From an optimization exercise on the open Yosys and OpenROAD flow, aimed at small area; shortcuts taken in it are not production practice. At most, simulation tests tie the RTL to the original design; equivalence was not proved. No activity file was given, so power comes from the tool's default toggle rates.

== v38 ==
==> flow/design.v <==
module atm
	    (
	    CLK,
	    RESET,
	    TARJETA_RECIBIDA,
	    TIPO_DE_TARJETA,
	    PIN,
	    DIGITO,
	    DIGITO_STB,
	    TIPO_TRANS,
	    MONTO,
	    MONTO_STB,
	    BALANCE_ACTUALIZADO,
	    ENTREGAR_DINERO,
	    FONDOS_INSUFICIENTES,
	    PIN_INCORRECTO,
	    ADVERTENCIA,
	    BLOQUEO
	    );
input
	CLK,
	RESET,			 
	TARJETA_RECIBIDA,
	TIPO_DE_TARJETA,	 
	DIGITO_STB,		 
	TIPO_TRANS,		 
	MONTO_STB;		 
input [15:0] PIN;		 
input [3:0] DIGITO;
input [31:0] MONTO;
output reg
	BALANCE_ACTUALIZADO,
	ENTREGAR_DINERO,
	FONDOS_INSUFICIENTES,
	PIN_INCORRECTO,
	ADVERTENCIA,
	BLOQUEO;
localparam [2:0]
	S_IDLE	= 3'b000,
	S_PIN0	= 3'b001,
	S_PIN1	= 3'b011,
	S_PIN2	= 3'b010,
	S_ID	= 3'b100,
	S_WD	= 3'b101,
	S_DEP	= 3'b110,
	S_BLK	= 3'b111;
reg [2:0] estado;
reg [31:0] BAL_lo;		 
reg [31:0] BAL_hi;		 
reg pendiente;			 
reg [1:0] Contador_PIN;		 
reg [11:0] PIN_usuario;		 
wire in_idle	= (estado == S_IDLE);
wire in_pin	= ~estado[2] & (estado[1] | estado[0]);
wire in_blk	= (estado == S_BLK);
wire in_wd	= (estado == S_WD);
wire in_dep	= (estado == S_DEP);
wire cuarto	= in_pin & DIGITO_STB & (Contador_PIN == 2'd3);
wire igual	= ({PIN_usuario, DIGITO} == PIN);
wire correcto	= cuarto & igual;
wire erroneo	= cuarto & ~igual;
wire usa_monto	= (in_wd | in_dep) & MONTO_STB;
wire resta	= (in_wd & MONTO_STB) | in_idle;	 
wire [31:0] op	= ({32{usa_monto}} & MONTO) ^ {{31{resta}}, in_wd & MONTO_STB};
wire [31:0] suma;
wire acarreo;
add32 u_suma (.a(BAL_lo), .b(op), .ci(pendiente), .s(suma), .co(acarreo));
wire hi_m	= |BAL_hi[30:1];
wire hi_nz	= hi_m | BAL_hi[0] | BAL_hi[31];
wire fb_up	= BAL_hi[0] ^ BAL_hi[1] ^ BAL_hi[2] ^ BAL_hi[22] ^ ~(hi_m | BAL_hi[31]);
wire fb_dn	= BAL_hi[31] ^ BAL_hi[0] ^ BAL_hi[1] ^ BAL_hi[21] ^ ~(hi_m | BAL_hi[0]);
wire mayor	= hi_nz | acarreo;	 
wire cobra	= in_idle & TARJETA_RECIBIDA & TIPO_DE_TARJETA;
wire retira	= in_wd & MONTO_STB & mayor;
wire rechaza	= in_wd & MONTO_STB & ~mayor;
wire deposita	= in_dep & MONTO_STB;
wire limpia	= ~RESET | (in_idle & ~TARJETA_RECIBIDA);
wire guarda	= rechaza | (in_idle & ~TIPO_DE_TARJETA);
wire sube	= ~guarda & ~resta & acarreo;
wire baja	= ~guarda & resta & ~acarreo;
reg [2:0] prox;
always @(*) begin
	prox = estado;
	case (estado)
		S_IDLE:	if (TARJETA_RECIBIDA) prox = S_PIN0;
		S_PIN0:	if (correcto) prox = S_ID; else if (erroneo) prox = S_PIN1;
		S_PIN1:	if (correcto) prox = S_ID; else if (erroneo) prox = S_PIN2;
		S_PIN2:	if (correcto) prox = S_ID; else if (erroneo) prox = S_BLK;
		S_ID:	prox = TIPO_TRANS ? S_WD : S_DEP;
		S_WD:	if (MONTO_STB) prox = S_IDLE;
		S_DEP:	if (MONTO_STB) prox = S_IDLE;
		default: prox = S_BLK;
	endcase
end
always @(posedge CLK) begin
	if (DIGITO_STB)
		PIN_usuario <= {PIN_usuario[7:0], DIGITO};
	if (limpia) begin
		BAL_lo		<= 32'd0;
		BAL_hi		<= 32'd0;
		pendiente	<= 1'b0;
	end else begin
		if (~guarda) begin
			BAL_lo		<= suma;
			pendiente	<= retira;
		end
		if (sube)
			BAL_hi <= {fb_up, BAL_hi[31:1]};
		else if (baja)
			BAL_hi <= {BAL_hi[30:0], fb_dn};
	end
	if (~RESET) begin
		estado			<= S_IDLE;
		Contador_PIN		<= 2'd0;
		BALANCE_ACTUALIZADO	<= 1'b0;
		ENTREGAR_DINERO		<= 1'b0;
		FONDOS_INSUFICIENTES	<= 1'b0;
		PIN_INCORRECTO		<= 1'b0;
		ADVERTENCIA		<= 1'b0;
		BLOQUEO			<= 1'b0;
	end else begin
		estado <= prox;
		if (in_pin & DIGITO_STB)
			Contador_PIN <= Contador_PIN + 2'd1;
		BALANCE_ACTUALIZADO	<= cobra | retira | deposita;
		if (in_idle & TARJETA_RECIBIDA) begin
			ENTREGAR_DINERO		<= 1'b0;
			FONDOS_INSUFICIENTES	<= 1'b0;
		end
		if (retira)
			ENTREGAR_DINERO <= 1'b1;
		if (rechaza)
			FONDOS_INSUFICIENTES <= 1'b1;
		PIN_INCORRECTO	<= erroneo | in_blk;
		ADVERTENCIA	<= erroneo & (estado == S_PIN1);
		BLOQUEO		<= in_blk;
	end
end
endmodule
module add32(input [31:0] a, input [31:0] b, input ci, output [31:0] s, output co);
wire [31:0] p0 = a ^ b;
wire [31:0] g0 = a & b;
wire gz = g0[0] | (p0[0] & ci);
wire G1 = g0[1] | (p0[1] & gz);
wire P1 = p0[1] & p0[0];
wire G2 = g0[3] | (p0[3] & g0[2]);
wire P2 = p0[3] & p0[2];
wire G3 = g0[5] | (p0[5] & g0[4]);
wire P3 = p0[5] & p0[4];
wire G4 = g0[7] | (p0[7] & g0[6]);
wire P4 = p0[7] & p0[6];
wire G5 = g0[9] | (p0[9] & g0[8]);
wire P5 = p0[9] & p0[8];
wire G6 = g0[11] | (p0[11] & g0[10]);
wire P6 = p0[11] & p0[10];
wire G7 = g0[13] | (p0[13] & g0[12]);
wire P7 = p0[13] & p0[12];
wire G8 = g0[15] | (p0[15] & g0[14]);
wire P8 = p0[15] & p0[14];
wire G9 = g0[17] | (p0[17] & g0[16]);
wire P9 = p0[17] & p0[16];
wire G10 = g0[19] | (p0[19] & g0[18]);
wire P10 = p0[19] & p0[18];
wire G11 = g0[21] | (p0[21] & g0[20]);
wire P11 = p0[21] & p0[20];
wire G12 = g0[23] | (p0[23] & g0[22]);
wire P12 = p0[23] & p0[22];
wire G13 = g0[25] | (p0[25] & g0[24]);
wire P13 = p0[25] & p0[24];
wire G14 = g0[27] | (p0[27] & g0[26]);
wire P14 = p0[27] & p0[26];
wire G15 = g0[29] | (p0[29] & g0[28]);
wire P15 = p0[29] & p0[28];
wire G16 = g0[31] | (p0[31] & g0[30]);
wire P16 = p0[31] & p0[30];
wire G17 = G2 | (P2 & G1);
wire P17 = P2 & P1;
wire G18 = G4 | (P4 & G3);
wire P18 = P4 & P3;
wire G19 = G6 | (P6 & G5);
wire P19 = P6 & P5;
wire G20 = G8 | (P8 & G7);
wire P20 = P8 & P7;
wire G21 = G10 | (P10 & G9);
wire P21 = P10 & P9;
wire G22 = G12 | (P12 & G11);
wire P22 = P12 & P11;
wire G23 = G14 | (P14 & G13);
wire P23 = P14 & P13;
wire G24 = G16 | (P16 & G15);
wire P24 = P16 & P15;
wire G25 = G18 | (P18 & G17);
wire P25 = P18 & P17;
wire G26 = G20 | (P20 & G19);
wire P26 = P20 & P19;
wire G27 = G22 | (P22 & G21);
wire P27 = P22 & P21;
wire G28 = G24 | (P24 & G23);
wire P28 = P24 & P23;
wire G29 = G26 | (P26 & G25);
wire P29 = P26 & P25;
wire G30 = G28 | (P28 & G27);
wire P30 = P28 & P27;
wire G31 = G30 | (P30 & G29);
wire P31 = P30 & P29;
wire G32 = G27 | (P27 & G29);
wire P32 = P27 & P29;
wire G33 = G19 | (P19 & G25);
wire P33 = P19 & P25;
wire G34 = G21 | (P21 & G29);
wire P34 = P21 & P29;
wire G35 = G23 | (P23 & G32);
wire P35 = P23 & P32;
wire G36 = G3 | (P3 & G17);
wire P36 = P3 & P17;
wire G37 = G5 | (P5 & G25);
wire P37 = P5 & P25;
wire G38 = G7 | (P7 & G33);
wire P38 = P7 & P33;
wire G39 = G9 | (P9 & G29);
wire P39 = P9 & P29;
wire G40 = G11 | (P11 & G34);
wire P40 = P11 & P34;
wire G41 = G13 | (P13 & G32);
wire P41 = P13 & P32;
wire G42 = G15 | (P15 & G35);
wire P42 = P15 & P35;
wire G43 = g0[2] | (p0[2] & G1);
wire P43 = p0[2] & P1;
wire G44 = g0[4] | (p0[4] & G17);
wire P44 = p0[4] & P17;
wire G45 = g0[6] | (p0[6] & G36);
wire P45 = p0[6] & P36;
wire G46 = g0[8] | (p0[8] & G25);
wire P46 = p0[8] & P25;
wire G47 = g0[10] | (p0[10] & G37);
wire P47 = p0[10] & P37;
wire G48 = g0[12] | (p0[12] & G33);
wire P48 = p0[12] & P33;
wire G49 = g0[14] | (p0[14] & G38);
wire P49 = p0[14] & P38;
wire G50 = g0[16] | (p0[16] & G29);
wire P50 = p0[16] & P29;
wire G51 = g0[18] | (p0[18] & G39);
wire P51 = p0[18] & P39;
wire G52 = g0[20] | (p0[20] & G34);
wire P52 = p0[20] & P34;
wire G53 = g0[22] | (p0[22] & G40);
wire P53 = p0[22] & P40;
wire G54 = g0[24] | (p0[24] & G32);
wire P54 = p0[24] & P32;
wire G55 = g0[26] | (p0[26] & G41);
wire P55 = p0[26] & P41;
wire G56 = g0[28] | (p0[28] & G35);
wire P56 = p0[28] & P35;
wire G57 = g0[30] | (p0[30] & G42);
wire P57 = p0[30] & P42;
wire [32:0] c;
assign c[0] = ci;
assign c[1] = gz;
assign c[2] = G1;
assign c[3] = G43;
assign c[4] = G17;
assign c[5] = G44;
assign c[6] = G36;
assign c[7] = G45;
assign c[8] = G25;
assign c[9] = G46;
assign c[10] = G37;
assign c[11] = G47;
assign c[12] = G33;
assign c[13] = G48;
assign c[14] = G38;
assign c[15] = G49;
assign c[16] = G29;
assign c[17] = G50;
assign c[18] = G39;
assign c[19] = G51;
assign c[20] = G34;
assign c[21] = G52;
assign c[22] = G40;
assign c[23] = G53;
assign c[24] = G32;
assign c[25] = G54;
assign c[26] = G41;
assign c[27] = G55;
assign c[28] = G35;
assign c[29] = G56;
assign c[30] = G42;
assign c[31] = G57;
assign c[32] = G31;
assign s = p0 ^ c[31:0];
assign co = c[32];
endmodule
==> flow/config.mk <==
export PLATFORM = sky130hd
export DESIGN_NAME = atm
export DESIGN_NICKNAME = atm
export VERILOG_FILES = /design/flow/design.v
export SDC_FILE = /design/flow/constraint.sdc
export NUM_CORES = 4
export LEC_CHECK = 0
export CAP_MARGIN = 20
export CORE_MARGIN = 2
export CORE_UTILIZATION = 65
export SLEW_MARGIN = 20
==> flow/constraint.sdc <==
create_clock -name core_clock -period 6.0 [get_ports {CLK}]
set_input_delay 1.2000 -clock core_clock [delete_from_list [all_inputs] [get_ports {CLK}]]
set_output_delay 1.2000 -clock core_clock [all_outputs]
set_load 0.01 [all_outputs]
standard.sh (not shown) runs the stock make flow with config.mk's settings and CLKGATE_MAP_FILE= SYNTH_SCRIPT=/design/flow/synth_recipe.tcl, a recipe that flattens the netlist after the stock synthesis.
==> flow/flow/run.sh <==
#!/bin/bash
# Standard layout, with smaller port buffers, no dummy clock loads and
# the standard CTS arguments otherwise.
set -euo pipefail
export BUFFER_PORTS_ARGS="-buffer_cell sky130_fd_sc_hd__buf_1"
export CTS_ARGS="-sink_clustering_enable -repair_clock_nets -dont_use_dummy_load -buf_list sky130_fd_sc_hd__clkbuf_4 -root_buf sky130_fd_sc_hd__clkbuf_8"
bash standard.sh finish > standard_flow.log 2>&1
[inputs] v8 vs v38
--- a/flow/design.v
+++ b/flow/design.v
@@ -79,4 +79,10 @@
 wire sube	= ~guarda & ~resta & acarreo;
 wire baja	= ~guarda & resta & ~acarreo;
+wire h_up	= ~limpia & sube;
+wire h_dn	= ~limpia & baja;
+wire h_keep	= ~limpia & ~sube & ~baja;
+wire [31:0] hi_prox = ({32{h_up}} & {fb_up, BAL_hi[31:1]}) |
+		      ({32{h_dn}} & {BAL_hi[30:0], fb_dn}) |
+		      ({32{h_keep}} & BAL_hi);
 reg [2:0] prox;
 always @(*) begin
@@ -96,7 +102,7 @@
 	if (DIGITO_STB)
 		PIN_usuario <= {PIN_usuario[7:0], DIGITO};
+	BAL_hi <= hi_prox;
 	if (limpia) begin
 		BAL_lo		<= 32'd0;
-		BAL_hi		<= 32'd0;
 		pendiente	<= 1'b0;
 	end else begin
@@ -105,8 +111,4 @@
 			pendiente	<= retira;
 		end
-		if (sube)
-			BAL_hi <= {fb_up, BAL_hi[31:1]};
-		else if (baja)
-			BAL_hi <= {BAL_hi[30:0], fb_dn};
 	end
 	if (~RESET) begin
==> comparison <==
- Looking at cell at the slowest stage of the critical path, the sky130_fd_sc_hd__a31oi_4 result is from v8; the sky130_fd_sc_hd__nor2_1 one comes from v38.
- In v8, the wire length the detailed router placed on met1 came out about 2.3% above the value in v38.
- | detailed-route wire length | v8 vs v38 | 220 µm lower |
- The met3 usage in v8 sits 2.5 points below the value recorded for v38.
- v8 vs. v38: final cell count shrank by 52, sequential share of layout area went up, sequential element share of the synthesized area went up by 0.33 points, die area has decreased.
- In terms of detailed-placement wirelength estimate, v8 and v38 differ only marginally.
- Summary: with v38 as the reference, average footprint of a synthesized cell in v8 moved up by a little under 10%.
- [v8 vs v38] clock network power share: higher in v8
- Between v38 and v8, the leakage power summed over all cells is lower for v38.
No run of this note included a check of the RTL's function; only the layout flow was run.

* * *

atm, a different RTL version from the one above (not shown whole).
Size in the first run: ~90 flip-flops, ~65 I/O pins.
==> module atm, before the edit <==
module atm
	    (
	    CLK,
	    RESET,
	    TARJETA_RECIBIDA,
	    TIPO_DE_TARJETA,
	    PIN,
	    DIGITO,
	    DIGITO_STB,
	    TIPO_TRANS,
	    MONTO,
	    MONTO_STB,
	    BALANCE_ACTUALIZADO,
	    ENTREGAR_DINERO,
	    FONDOS_INSUFICIENTES,
	    PIN_INCORRECTO,
	    ADVERTENCIA,
	    BLOQUEO
	    );
input
	CLK,
	RESET,			 
	TARJETA_RECIBIDA,
	TIPO_DE_TARJETA,	 
	DIGITO_STB,		 
	TIPO_TRANS,		 
	MONTO_STB;		 
input [15:0] PIN;		 
input [3:0] DIGITO;
input [31:0] MONTO;
output reg
	BALANCE_ACTUALIZADO,
	ENTREGAR_DINERO,
	FONDOS_INSUFICIENTES,
	PIN_INCORRECTO,
	ADVERTENCIA,
	BLOQUEO;
localparam [2:0]
	S_IDLE	= 3'b000,
	S_PIN0	= 3'b001,
	S_PIN1	= 3'b011,
	S_PIN2	= 3'b010,
	S_ID	= 3'b100,
	S_WD	= 3'b101,
	S_DEP	= 3'b110,
	S_BLK	= 3'b111;
reg [2:0] estado;
reg [31:0] BAL_lo;		 
reg [31:0] BAL_hi;		 
reg pendiente;			 
reg [1:0] Contador_PIN;		 
reg [11:0] PIN_usuario;		 
wire in_idle	= (estado == S_IDLE);
wire in_pin	= ~estado[2] & (estado[1] | estado[0]);
wire in_blk	= (estado == S_BLK);
wire in_wd	= (estado == S_WD);
wire in_dep	= (estado == S_DEP);
wire cuarto	= in_pin & DIGITO_STB & (Contador_PIN == 2'd3);
wire igual	= ({PIN_usuario, DIGITO} == PIN);
wire correcto	= cuarto & igual;
wire erroneo	= cuarto & ~igual;
wire usa_monto	= in_wd | in_dep;
wire resta	= in_wd | in_idle;	 
wire [31:0] op	= ({32{usa_monto}} & MONTO) ^ {{31{resta}}, in_wd};
wire [31:0] suma;
wire acarreo;
add32 u_suma (.a(BAL_lo), .b(op), .ci(pendiente), .s(suma), .co(acarreo));
wire hi_m	= |BAL_hi[30:1];
wire hi_nz	= hi_m | BAL_hi[0] | BAL_hi[31];
wire fb_up	= BAL_hi[0] ^ BAL_hi[1] ^ BAL_hi[2] ^ BAL_hi[22] ^ ~(hi_m | BAL_hi[31]);
wire fb_dn	= BAL_hi[31] ^ BAL_hi[0] ^ BAL_hi[1] ^ BAL_hi[21] ^ ~(hi_m | BAL_hi[0]);
wire mayor	= hi_nz | acarreo;	 
wire cobra	= in_idle & TARJETA_RECIBIDA & TIPO_DE_TARJETA;
wire retira	= in_wd & MONTO_STB & mayor;
wire rechaza	= in_wd & MONTO_STB & ~mayor;
wire deposita	= in_dep & MONTO_STB;
wire limpia	= ~RESET | (in_idle & ~TARJETA_RECIBIDA);
wire guarda	= (in_wd & ~retira) | (in_dep & ~MONTO_STB) | (in_idle & ~TIPO_DE_TARJETA);
reg paso_sube, paso_baja;
wire h_up	= ~limpia & paso_sube;
wire h_dn	= ~limpia & paso_baja;
wire h_keep	= ~limpia & ~paso_sube & ~paso_baja;
wire [31:0] hi_prox = ({32{h_up}} & {fb_up, BAL_hi[31:1]}) |
		      ({32{h_dn}} & {BAL_hi[30:0], fb_dn}) |
		      ({32{h_keep}} & BAL_hi);
reg [2:0] prox;
always @(*) begin
	prox = estado;
	case (estado)
		S_IDLE:	if (TARJETA_RECIBIDA) prox = S_PIN0;
		S_PIN0:	if (correcto) prox = S_ID; else if (erroneo) prox = S_PIN1;
		S_PIN1:	if (correcto) prox = S_ID; else if (erroneo) prox = S_PIN2;
		S_PIN2:	if (correcto) prox = S_ID; else if (erroneo) prox = S_BLK;
		S_ID:	prox = TIPO_TRANS ? S_WD : S_DEP;
		S_WD:	if (MONTO_STB) prox = S_IDLE;
		S_DEP:	if (MONTO_STB) prox = S_IDLE;
		default: prox = S_BLK;
	endcase
end
always @(posedge CLK) begin
	if (DIGITO_STB)
		PIN_usuario <= {PIN_usuario[7:0], DIGITO};
	BAL_hi <= hi_prox;
	if (limpia) begin
		BAL_lo		<= 32'd0;
		pendiente	<= 1'b0;
		paso_sube	<= 1'b0;
		paso_baja	<= 1'b0;
	end else begin
		if (~guarda) begin
			BAL_lo		<= suma;
			pendiente	<= retira;
		end
		paso_sube	<= ~guarda & ~resta & acarreo;
		paso_baja	<= ~guarda & resta & ~acarreo;
	end
	if (~RESET) begin
		estado			<= S_IDLE;
		Contador_PIN		<= 2'd0;
		BALANCE_ACTUALIZADO	<= 1'b0;
		ENTREGAR_DINERO		<= 1'b0;
		FONDOS_INSUFICIENTES	<= 1'b0;
		PIN_INCORRECTO		<= 1'b0;
		ADVERTENCIA		<= 1'b0;
		BLOQUEO			<= 1'b0;
	end else begin
		estado <= prox;
		if (in_pin & DIGITO_STB)
			Contador_PIN <= Contador_PIN + 2'd1;
		BALANCE_ACTUALIZADO	<= cobra | retira | deposita;
		if (in_idle & TARJETA_RECIBIDA) begin
			ENTREGAR_DINERO		<= 1'b0;
			FONDOS_INSUFICIENTES	<= 1'b0;
		end
		if (retira)
			ENTREGAR_DINERO <= 1'b1;
		if (rechaza)
			FONDOS_INSUFICIENTES <= 1'b1;
		PIN_INCORRECTO	<= erroneo | in_blk;
		ADVERTENCIA	<= erroneo & (estado == S_PIN1);
		BLOQUEO		<= in_blk;
	end
end
endmodule
Settings: LEC_CHECK=0, CAP_MARGIN=20, CORE_MARGIN=2, CORE_UTILIZATION=55, SLEW_MARGIN=20, SYNTH_HIERARCHICAL=1; clock period 6.0 ns.
==> flow/flow/run.sh <==
#!/bin/bash
set -euo pipefail
W=$(pwd)
cat > "$W/flow_synth.tcl" <<EOT
proc abc {args} {
  set i [lsearch -exact \$args -script]
  set a1 \$args
  set a2 \$args
  lset a1 [expr {\$i + 1}] $W/flow/abc_adder.script
  lset a2 [expr {\$i + 1}] $W/flow/abc_map.script
  yosys abc {*}\$a1 add32
  yosys abc {*}\$a2 atm
}
source $W/synth_recipe.tcl
EOT
sed -e "s#SYNTH_SCRIPT=[^ ]*#SYNTH_SCRIPT=$W/flow_synth.tcl ADDER_MAP_FILE=#" standard.sh > flow_standard.sh
grep -q "SYNTH_SCRIPT=$W/flow_synth.tcl" flow_standard.sh
export BUFFER_PORTS_ARGS="-buffer_cell sky130_fd_sc_hd__buf_1"
export CTS_ARGS="-sink_clustering_enable -repair_clock_nets -dont_use_dummy_load -buf_list sky130_fd_sc_hd__clkbuf_4 -root_buf sky130_fd_sc_hd__clkbuf_8"
bash flow_standard.sh finish > standard_flow.log 2>&1
==> flow/flow/abc_adder.script <==
&get -n
&st
&dch
&nf -R 30
&st
&syn2
&if -g -K 6
&synch2
&nf -R 30
&st
&syn2
&if -g -K 6
&synch2
&nf -R 30
&st
&syn2
&if -g -K 6
&synch2
&nf -R 30
&st
&syn2
&if -g -K 6
&synch2
&nf -R 30
&st
&syn2
&if -g -K 6
&synch2
&nf -R 30
&put
==> flow/flow/abc_map.script <==
&get -n
&st
&deepsyn -T 60
&dch -f
&nf -R 1000
&st
&syn3
&dch -f
&nf -R 1000
&put
Then changed:
--- a/flow/design.v
+++ b/flow/design.v
@@ -32,5 +32,6 @@
 	BALANCE_ACTUALIZADO,
 	ENTREGAR_DINERO,
-	FONDOS_INSUFICIENTES,
+	FONDOS_INSUFICIENTES;
+output
 	PIN_INCORRECTO,
 	ADVERTENCIA,
@@ -51,4 +52,5 @@
 reg [1:0] Contador_PIN;		 
 reg [11:0] PIN_usuario;		 
+reg error_pin;			 
 wire in_idle	= (estado == S_IDLE);
 wire in_pin	= ~estado[2] & (estado[1] | estado[0]);
@@ -84,4 +86,7 @@
 		      ({32{h_dn}} & {BAL_hi[30:0], fb_dn}) |
 		      ({32{h_keep}} & BAL_hi);
+assign PIN_INCORRECTO	= error_pin | in_blk;
+assign ADVERTENCIA	= error_pin & (estado == S_PIN2);
+assign BLOQUEO		= in_blk & ~error_pin;
 reg [2:0] prox;
 always @(*) begin
@@ -121,7 +126,5 @@
 		ENTREGAR_DINERO		<= 1'b0;
 		FONDOS_INSUFICIENTES	<= 1'b0;
-		PIN_INCORRECTO		<= 1'b0;
-		ADVERTENCIA		<= 1'b0;
-		BLOQUEO			<= 1'b0;
+		error_pin		<= 1'b0;
 	end else begin
 		estado <= prox;
@@ -137,7 +140,5 @@
 		if (rechaza)
 			FONDOS_INSUFICIENTES <= 1'b1;
-		PIN_INCORRECTO	<= erroneo | in_blk;
-		ADVERTENCIA	<= erroneo & (estado == S_PIN1);
-		BLOQUEO		<= in_blk;
+		error_pin	<= erroneo;
 	end
 end
Result:
- The new run completed with no timing, DRC or antenna violations
- fmax decreases by 4.8%
- final area grows by 2.1%
- register-to-register slack degrades by 200 ps
- die area climbs by 1.0%
- wire length goes up by about 10%
- sequential power is about the same
- core utilization went down by 0.90 points
- hold slack loses 10 ps
- setup slack got worse by 280 ps
- first-iteration DRC count is higher by about 13%
- clock skew came out higher by 15 ps
- power came out higher by about 6%
- global-route usage grows by 0.84 points
- synthesized cell count grows by about 1.4%

[afterwards: timing with drivers on the ports]
No port has a modelled driver above. Below, the same layouts with a new extraction and two added sets of constraints.
Step 1: set_driving_cell puts a clkbuf_16 on CLK and a buf_2 on each other input, an assumption about the parent block.
Step 2 adds t to the input delays and takes it off the output delays; t is the mean of the earliest and latest rising clock arrival at the registers after step 1. Input paths then give back, and output paths get back, about the clock's delay inside the block.
Three values: ideal ports, drivers, drivers and shift; two values: the first two.
run | t (ns) | slack for setup (ns) | worst register clock-pin slew, ns | worst slew at a driven data input, ns
v38 | 0.385 | 1.136 / 1.148 / 0.763 | 0.09 / 0.09 | 0.04
v8 | 0.384 | 1.300 / 1.288 / 0.904 | 0.09 / 0.09 | 0.05
the first run of note 2 | 0.378 | 0.438 / 0.438 / 0.096 | 0.08 / 0.08 | 0.04
the second run of note 2 | 0.374 | 0.160 / 0.169 / -0.206 | 0.10 / 0.10 | 0.04
Met with ideal ports but missed after step 2: setup timing in the second run of note 2. For v8, which loses most, drivers alone change the setup slack by -0.012 ns; drivers and shift together by -0.396 ns.
